What follows belongs to an exercise in optimizing a design on an open flow for small area; a production flow would make more cautious choices.
Only simulation tests tie the RTL to the original design; equivalence was not proved.

## mmult
module mmult(
    input clk,
    input reset_n,
    input enable,
    input [0:9*8-1] A_mat,
    input [0:9*8-1] B_mat,
    output reg valid,
    output [0:9*18-1] C_mat
);
Size: about 1,500 cells after synthesis, ~23,000 um^2 of cells after synthesis.
export LEC_CHECK = 0
export CAP_MARGIN = 20
export CORE_MARGIN = 2
export CORE_UTILIZATION = 40
export SLEW_MARGIN = 20
export SYNTH_HIERARCHICAL = 1
create_clock -name core_clock -period 10.0 [get_ports {clk}]
standard.sh (not shown) runs the stock make flow with config.mk's settings and CLKGATE_MAP_FILE= SYNTH_SCRIPT=/design/flow/synth_recipe.tcl, a recipe that flattens the netlist after the stock synthesis.
==> flow/flow/run.sh <==
#!/bin/bash
# The standard layout (standard.sh, unchanged synthesis), with:
#  - the port buffers made of the smallest buffer (buf_1) instead of clkdlybuf4s50_1,
#  - a clock tree of smaller buffers (clkbuf_4/clkbuf_8) and without dummy loads.
set -euo pipefail
export BUFFER_PORTS_ARGS="-buffer_cell sky130_fd_sc_hd__buf_1"
export CTS_ARGS="-sink_clustering_enable -repair_clock_nets -buf_list {sky130_fd_sc_hd__clkbuf_4 sky130_fd_sc_hd__clkbuf_8} -dont_use_dummy_load"
bash standard.sh finish > standard.log 2>&1
Rerun with:
==> flow/flow/run.sh (replaced) <==
#!/bin/bash
# The standard layout (standard.sh, unchanged synthesis), with:
#  - the port buffers made of the smallest buffer (buf_1) instead of clkdlybuf4s50_1,
#  - a clock tree of smaller buffers (clkbuf_4/clkbuf_8), sink clusters of up to 18
#    flip-flops, and no dummy loads.
set -euo pipefail
export BUFFER_PORTS_ARGS="-buffer_cell sky130_fd_sc_hd__buf_1"
export CTS_ARGS="-sink_clustering_enable -repair_clock_nets -buf_list {sky130_fd_sc_hd__clkbuf_4 sky130_fd_sc_hd__clkbuf_8} -sink_clustering_size 18 -sink_clustering_max_diameter 70 -dont_use_dummy_load"
bash standard.sh finish > standard.log 2>&1
--- a/flow/config.mk
+++ b/flow/config.mk
@@ -10 +10 @@
-export CORE_UTILIZATION = 40
+export CORE_UTILIZATION = 50
Worst setup slack loses 0.36 ns.
Wire length came out lower by a few percent.
Register-to-register slack got worse by 0.21 ns.
Core utilization goes up by 11 points.
Maximum frequency decreases by a few percent.

---

Setup of old:
Starting RTL as in the previous note.
Settings: LEC_CHECK=0, CAP_MARGIN=20, CORE_MARGIN=2, CORE_UTILIZATION=40, SLEW_MARGIN=20, SYNTH_HIERARCHICAL=1; clock period 10.0 ns.
==> flow/flow/run.sh <==
#!/bin/bash
# The standard layout (standard.sh, unchanged synthesis), with:
#  - the port buffers made of the smallest buffer (buf_1) instead of clkdlybuf4s50_1,
#  - a clock tree of clkbuf_4 only, sink clusters of up to 10 flip-flops, and no dummy loads.
set -euo pipefail
export BUFFER_PORTS_ARGS="-buffer_cell sky130_fd_sc_hd__buf_1"
export CTS_ARGS="-sink_clustering_enable -repair_clock_nets -buf_list {sky130_fd_sc_hd__clkbuf_4} -sink_clustering_size 10 -sink_clustering_max_diameter 45 -dont_use_dummy_load"
bash standard.sh finish > standard.log 2>&1
## Diff of input files: new against old
diff --git a/flow/flow/run.sh b/flow/flow/run.sh
--- a/flow/flow/run.sh
+++ b/flow/flow/run.sh
@@ -2,2 +2,6 @@
 # The standard layout (standard.sh, unchanged synthesis), with:
+#  - cell sizes in the synthesized netlist adjusted before placement (same functions, pins
+#    and registers): the 36 a22oi_2 gates, each driving one adder input, downsized to
+#    a22oi_1; every inv_1 and or2_1 upsized to inv_2 and or2_2, which take the same area
+#    (the inverters drive the selected row of A, which fans out to about 26 gates),
 #  - the port buffers made of the smallest buffer (buf_1) instead of clkdlybuf4s50_1,
@@ -7,2 +11,7 @@
 export CTS_ARGS="-sink_clustering_enable -repair_clock_nets -buf_list {sky130_fd_sc_hd__clkbuf_4} -sink_clustering_size 10 -sink_clustering_max_diameter 45 -dont_use_dummy_load"
+netlist=$PWD/orfs/results/sky130hd/mmult/base/1_2_yosys.v
+bash standard.sh "$netlist" > synth.log 2>&1
+sed -i -e 's/\bsky130_fd_sc_hd__a22oi_2\b/sky130_fd_sc_hd__a22oi_1/' \
+       -e 's/\bsky130_fd_sc_hd__inv_1\b/sky130_fd_sc_hd__inv_2/' \
+       -e 's/\bsky130_fd_sc_hd__or2_1\b/sky130_fd_sc_hd__or2_2/' "$netlist"
 bash standard.sh finish > standard.log 2>&1
Notes after the runs:
new | stages: all done | timing, DRC, antenna: all pass. On synthesis-to-layout area growth: between old and new, it ends up lower for old. Maximum frequency on new is down relative to old. Final cell count in new vs old: up 0.70%.

## re-timing with driven ports
How much do the figures lean on ideal ports? The routed layouts below were timed once more, with nothing changed but the port constraints.
Step 1, drivers: a clkbuf_16 drives clk and a buf_2 each remaining input, both assumed.
Step 2 also shifts input and output timing later by t, the mid clock arrival at the registers, as if the neighbouring blocks saw the same clock.
a / b / c = no drivers / after step 1 / after step 2; a / b = the first two.
run | t, ns | setup WS [ns] | worst setup path at the end | worst register clock-pin slew, ns | worst slew at a driven data input, ns
the first run of note 1 | 0.645 | 0.815 / 0.849 / 0.204 | input to register | 0.06 / 0.06 | 0.11
the second run of note 1 | 0.609 | 0.459 / 0.484 / -0.125 | input to register | 0.11 / 0.11 | 0.09
old | 0.742 | 0.917 / 0.951 / 0.208 | input to register | 0.11 / 0.11 | 0.12
new | 0.742 | 0.542 / 0.577 / -0.165 | input to register | 0.10 / 0.10 | 0.14
With both steps, setup timing fails in the second run of note 1 and new, where it was met with ideal ports. For old, which loses most, drivers alone change the setup slack by +0.034 ns; drivers and shift together by -0.709 ns.
